This design comes from an exercise in tuning for small area on the open sky130 flow, not from production work.
The RTL was checked by simulation tests, not by an equivalence proof against the original design.
Power is estimated from default activity; no workload was simulated.

==> flow/design.v <==
`timescale 1ns / 1ps
module puf_core #(
    parameter PUF_WIDTH = 256,
    parameter ENTROPY_TARGET = 512000,
    parameter RING_OSC_COUNT = 128,
    parameter CHALLENGE_WIDTH = 128,
    parameter TEMPERATURE_SENSORS = 16,
    parameter VOLTAGE_SENSORS = 8,
    parameter TAMPER_SENSORS = 32
) (
    input  wire                           clk_sys,
    input  wire                           rst_n,
    input  wire                           enable,
    input  wire [CHALLENGE_WIDTH-1:0]    challenge,
    output wire [PUF_WIDTH-1:0]          response,
    output reg                            response_valid,
    output wire [31:0]                    entropy_data,
    output wire                           entropy_valid,
    input  wire                           entropy_ready,
    output wire [15:0]                    entropy_rate,
    output wire [7:0]                     temperature,
    output wire [7:0]                     voltage_level,
    output wire                           tamper_detected,
    output wire                           puf_healthy,
    output wire [255:0]                   divine_seal,
    output wire                           moral_compliance,
    input  wire                           security_lock,
    output wire                           kill_switch_detect,
    output wire                           self_destruct,
    output wire [RING_OSC_COUNT-1:0]      ring_osc_enable,
    input  wire [RING_OSC_COUNT-1:0]      ring_osc_out,
    input  wire [TEMPERATURE_SENSORS-1:0] temp_sensor_data,
    input  wire [VOLTAGE_SENSORS-1:0]     volt_sensor_data,
    input  wire [TAMPER_SENSORS-1:0]      tamper_sensors
);
    localparam [255:0] DIVINE_FOUNDATION = 256'h3633335f5468655f4c6f72645f676f7665726e735f6576657279646563697369;
    localparam [255:0] MORAL_AUTHORITY = 256'h4d617474685f32323a33395f4c6f76655f796f75725f6e65696768626f72;
    localparam [255:0] SEAL_STEP = DIVINE_FOUNDATION ^ MORAL_AUTHORITY;
    localparam [255:0] RESP_K = DIVINE_FOUNDATION ^ MORAL_AUTHORITY;
    localparam [127:0] RESP_D = RESP_K[255:128] ^ RESP_K[127:0];
    wire active = enable && !security_lock;
    reg  [127:0] chal_q;
    reg          act_q;
    always @(posedge clk_sys) chal_q <= challenge;
    always @(posedge clk_sys or negedge rst_n) begin
        if (!rst_n) act_q <= 1'b0;
        else        act_q <= active;
    end
    assign ring_osc_enable = {128{act_q}} & (chal_q ^ DIVINE_FOUNDATION[127:0]);
    reg  [3:0]   response_stage;
    reg  [127:0] acc;        
    reg  [127:0] resp_lo;
    reg          resp_loaded;
    wire [127:0] sample;
    genvar g;
    generate
        for (g = 0; g < 128; g = g + 1) begin : g_sample
            assign sample[g] = challenge[g] ? ring_osc_out[(g + 1) % 128] : ring_osc_out[g];
        end
    endgenerate
    wire keep = (response_stage == 4'd13) || (response_stage == 4'd14) || (response_stage == 4'd15);
    wire acc_en = active && ((response_stage == 4'd13) || (response_stage == 4'd14));
    always @(posedge clk_sys) begin
        acc <= keep ? (acc ^ (sample & {128{acc_en}})) : RESP_K[127:0];
    end
    always @(posedge clk_sys or negedge rst_n) begin
        if (!rst_n) begin
            response_stage <= 4'b0;
            resp_lo <= 128'b0;
            resp_loaded <= 1'b0;
            response_valid <= 1'b0;
        end else if (active) begin
            response_stage <= response_stage + 1'b1;
            response_valid <= (response_stage == 4'd15);
            if (response_stage == 4'd15) begin
                resp_lo <= acc;
                resp_loaded <= 1'b1;
            end
        end else begin
            response_valid <= 1'b0;
        end
    end
    assign response[127:0]   = resp_lo;
    generate
        for (g = 0; g < 128; g = g + 1) begin : g_resp_hi
            if (RESP_D[g]) begin : g_inv
                assign response[128 + g] = resp_loaded & ~resp_lo[g];
            end else begin : g_same
                assign response[128 + g] = resp_lo[g];
            end
        end
    endgenerate
    reg  [4:0]  entropy_shift_reg;
    reg         entropy_data_valid;
    reg  [31:0] entropy_output_reg;
    reg  [4:0]  entropy_bit_counter;
    wire        entropy_bit = ^ring_osc_out;
    always @(posedge clk_sys or negedge rst_n) begin
        if (!rst_n) begin
            entropy_shift_reg <= 5'b0;
            entropy_output_reg <= 32'b0;
            entropy_data_valid <= 1'b0;
            entropy_bit_counter <= 5'b0;
        end else if (active) begin
            entropy_shift_reg <= {entropy_shift_reg[3:0], entropy_bit};
            if (entropy_shift_reg[4] != entropy_shift_reg[3]) begin
                entropy_output_reg <= {entropy_output_reg[30:0], entropy_bit};
                entropy_bit_counter <= entropy_bit_counter + 1'b1;
                entropy_data_valid <= (entropy_bit_counter == 5'b11111);
            end
        end else begin
            entropy_data_valid <= 1'b0;
        end
    end
    assign entropy_data = entropy_output_reg;
    assign entropy_valid = entropy_data_valid && entropy_ready;
    reg [14:0] rate_timer;
    reg [9:0]  rate_q;       
    reg [4:0]  rate_r;       
    reg [9:0]  entropy_rate_reg;
    always @(posedge clk_sys or negedge rst_n) begin
        if (!rst_n) begin
            rate_timer <= 15'd1;
            rate_q <= 10'b0;
            rate_r <= 5'b0;
            entropy_rate_reg <= 10'b0;
        end else if (rate_timer == 15'h4e2a) begin
            rate_timer <= 15'd1;
            rate_q <= 10'b0;
            rate_r <= 5'b0;
            entropy_rate_reg <= rate_q;
        end else begin
            rate_timer <= {rate_timer[13:0], rate_timer[14] ^ rate_timer[13]};
            if (entropy_valid) begin
                if ((rate_q & 10'd655) == 10'd655 && rate_r[0]) begin
                    rate_q <= 10'b0;
                    rate_r <= 5'b0;
                end else if (rate_r >= 5'd17) begin
                    rate_q <= rate_q + 1'b1;
                    rate_r <= rate_r - 5'd17;
                end else begin
                    rate_r <= rate_r + 5'd8;
                end
            end
        end
    end
    assign entropy_rate = {6'b0, entropy_rate_reg};
    reg [7:0] temperature_reg;
    reg [7:0] voltage_reg;
    reg tamper_detected_reg;
    reg kill_switch_detect_reg;
    reg self_destruct_reg;
    reg puf_healthy_reg;
    reg moral_compliance_reg;
    always @(posedge clk_sys or negedge rst_n) begin
        if (!rst_n) begin
            temperature_reg <= 8'd25;
            voltage_reg <= 8'd180;
            tamper_detected_reg <= 1'b0;
            kill_switch_detect_reg <= 1'b0;
            self_destruct_reg <= 1'b0;
            puf_healthy_reg <= 1'b0;
            moral_compliance_reg <= 1'b1;
        end else begin
            temperature_reg <= temp_sensor_data[7:0] + 8'd25;
            voltage_reg <= volt_sensor_data + 8'd150;
            if (|tamper_sensors || (temperature_reg > 8'd85 && temperature_reg < 8'd216) ||
                voltage_reg < 8'd120 || voltage_reg > 8'd250)
                tamper_detected_reg <= 1'b1;
            if (security_lock && enable)
                kill_switch_detect_reg <= 1'b1;
            if (tamper_detected_reg && (temperature_reg > 8'd100 || voltage_reg < 8'd100))
                self_destruct_reg <= 1'b1;
            puf_healthy_reg <= entropy_rate_reg[9] && !tamper_detected_reg &&
                               !kill_switch_detect_reg && (temperature_reg <= 8'd85) &&
                               (voltage_reg >= 8'd150);
            if (enable)
                moral_compliance_reg <= !kill_switch_detect_reg && puf_healthy_reg && !tamper_detected_reg;
        end
    end
    assign temperature = temperature_reg;
    assign voltage_level = voltage_reg;
    assign tamper_detected = tamper_detected_reg;
    assign kill_switch_detect = kill_switch_detect_reg;
    assign self_destruct = self_destruct_reg;
    assign puf_healthy = puf_healthy_reg;
    assign moral_compliance = moral_compliance_reg;
    reg [31:0] seal_lo;
    reg        seal_t;
    always @(posedge clk_sys or negedge rst_n) begin
        if (!rst_n) begin
            seal_lo <= DIVINE_FOUNDATION[31:0];
            seal_t <= 1'b0;
        end else if (enable) begin
            seal_lo <= seal_lo ^ entropy_output_reg ^ SEAL_STEP[31:0];
            seal_t <= ~seal_t;
        end
    end
    assign divine_seal = {DIVINE_FOUNDATION[255:32] ^ (SEAL_STEP[255:32] & {224{seal_t}}), seal_lo};
endmodule
clock: 10.0 ns
lec_check: 0
abc_area: 1
cap_margin: 20
core_area: 5 5 355 355
die_area: 0 0 360 360
slew_margin: 20
standard.sh (not shown) runs the stock make flow with config.mk's settings and CLKGATE_MAP_FILE= SYNTH_SCRIPT=/design/flow/synth_recipe.tcl, a recipe that flattens the netlist after the stock synthesis.
==> flow/flow/run.sh <==
#!/bin/bash
# The standard layout (standard.sh) with three changes:
#  1. after the standard synthesis, the combinational logic is re-mapped by
#     ABC (flow/resynth.ys); flip-flops, their names and cell types stay;
#  2. port buffers use buf_1 instead of the resizer's default pick (every
#     port still gets its own buffer);
#  3. CTS uses clkbuf_8 with sink clusters of at most 16 and inserts no
#     dummy loads;
#  4. each tie cell drives one constant-1 and one constant-0 output
#     (flow/pair_ties.py), so tie fan-out repair is skipped.
# Each tool's full output goes to a log file in this folder; ORFS also keeps
# its per-step logs under orfs/logs.
set -euo pipefail
WORK=$PWD
R=$WORK/orfs/results/$FLOW_PLATFORM/puf_core/base
LIB=$FLOW_HOME/platforms/$FLOW_PLATFORM/lib/sky130_fd_sc_hd__tt_025C_1v80.lib
ARGS=(
  "SKIP_REPAIR_TIE_FANOUT=1"
  "BUFFER_PORTS_ARGS=-buffer_cell sky130_fd_sc_hd__buf_1"
  "CTS_ARGS=-sink_clustering_enable -repair_clock_nets -dont_use_dummy_load -buf_list {sky130_fd_sc_hd__clkbuf_8} -sink_clustering_size 16 -sink_clustering_max_diameter 80"
)
bash standard.sh "${ARGS[@]}" synth > flow_synth.log 2>&1
cp "$R/1_2_yosys.v" "$WORK/standard_synth.v"
sed -e "s#@LIB@#$LIB#g" -e "s#@IN@#$WORK/standard_synth.v#" \
    -e "s#@OUT@#$WORK/resynth.v#" -e "s#@ABC@#$WORK/flow/resynth.abc#" \
    flow/resynth.ys > resynth_run.ys
yosys -l resynth.log -q resynth_run.ys > /dev/null 2>&1
python3 flow/pair_ties.py "$WORK/resynth.v" > pair_ties.log 2>&1
cp "$WORK/resynth.v" "$R/1_2_yosys.v"
rm -f "$R/1_synth.odb" "$R/1_synth.sdc"
bash standard.sh "${ARGS[@]}" finish > flow_make.log 2>&1
Other scripts of this flow, unchanged in this note and not shown: flow/flow/pair_ties.py, flow/flow/resynth.abc, flow/flow/resynth.ys
Edit:
--- a/flow/design.v
+++ b/flow/design.v
@@ -41,15 +41,15 @@
     wire active = enable && !security_lock;
     reg  [127:0] chal_q;
-    reg          act_q;
+    reg          act_n_q;    
     always @(posedge clk_sys) chal_q <= challenge;
     always @(posedge clk_sys or negedge rst_n) begin
-        if (!rst_n) act_q <= 1'b0;
-        else        act_q <= active;
-    end
-    assign ring_osc_enable = {128{act_q}} & (chal_q ^ DIVINE_FOUNDATION[127:0]);
+        if (!rst_n) act_n_q <= 1'b1;
+        else        act_n_q <= ~active;
+    end
+    assign ring_osc_enable = ~{128{act_n_q}} & (chal_q ^ DIVINE_FOUNDATION[127:0]);
     reg  [3:0]   response_stage;
     reg  [127:0] acc;        
     reg  [127:0] resp_lo;
-    reg          resp_loaded;
+    reg          resp_unloaded;    
     wire [127:0] sample;
     genvar g;
@@ -68,5 +68,5 @@
             response_stage <= 4'b0;
             resp_lo <= 128'b0;
-            resp_loaded <= 1'b0;
+            resp_unloaded <= 1'b1;
             response_valid <= 1'b0;
         end else if (active) begin
@@ -75,5 +75,5 @@
             if (response_stage == 4'd15) begin
                 resp_lo <= acc;
-                resp_loaded <= 1'b1;
+                resp_unloaded <= 1'b0;
             end
         end else begin
@@ -85,5 +85,5 @@
         for (g = 0; g < 128; g = g + 1) begin : g_resp_hi
             if (RESP_D[g]) begin : g_inv
-                assign response[128 + g] = resp_loaded & ~resp_lo[g];
+                assign response[128 + g] = ~(resp_unloaded | resp_lo[g]);
             end else begin : g_same
                 assign response[128 + g] = resp_lo[g];
After rerunning:
- power goes down by 2.8%
- flip-flop and latch count stays the same
- non-clock buffer count goes up by 4
- clock power goes up by about 4%
- design area goes down by 0.95%
- worst hold slack got worse by 13 ps
- cell count goes up by 0.71%
- via count goes up by 0.49%
- register-to-register slack improved by 460 ps

==> static timing again, ports no longer ideal <==
How much do the figures lean on ideal ports? The routed layouts below were timed once more, with nothing changed but the port constraints.
Step 1 sets driving cells, clkbuf_16 on the clock port and buf_2 on the other inputs (assumed; they add their load-dependent delay and slew).
Step 2, shift: input delay + t, output delay - t, t = (earliest + latest rising clock arrival at the registers) / 2. This alone moves slack from input paths to output paths.
a / b / c = no drivers / after step 1 / after step 2; a / b = the first two.
run | t, ns | setup slack, ns | worst setup path after step 2
the first run | 0.711 | 4.913 / 4.946 / 4.236 | input to register
the second run | 0.707 | 4.957 / 4.900 / 4.867 | input to register
After both steps every run listed still meets setup and hold. For the first run, which loses most, drivers alone change the setup slack by +0.033 ns; drivers and shift together by -0.677 ns.
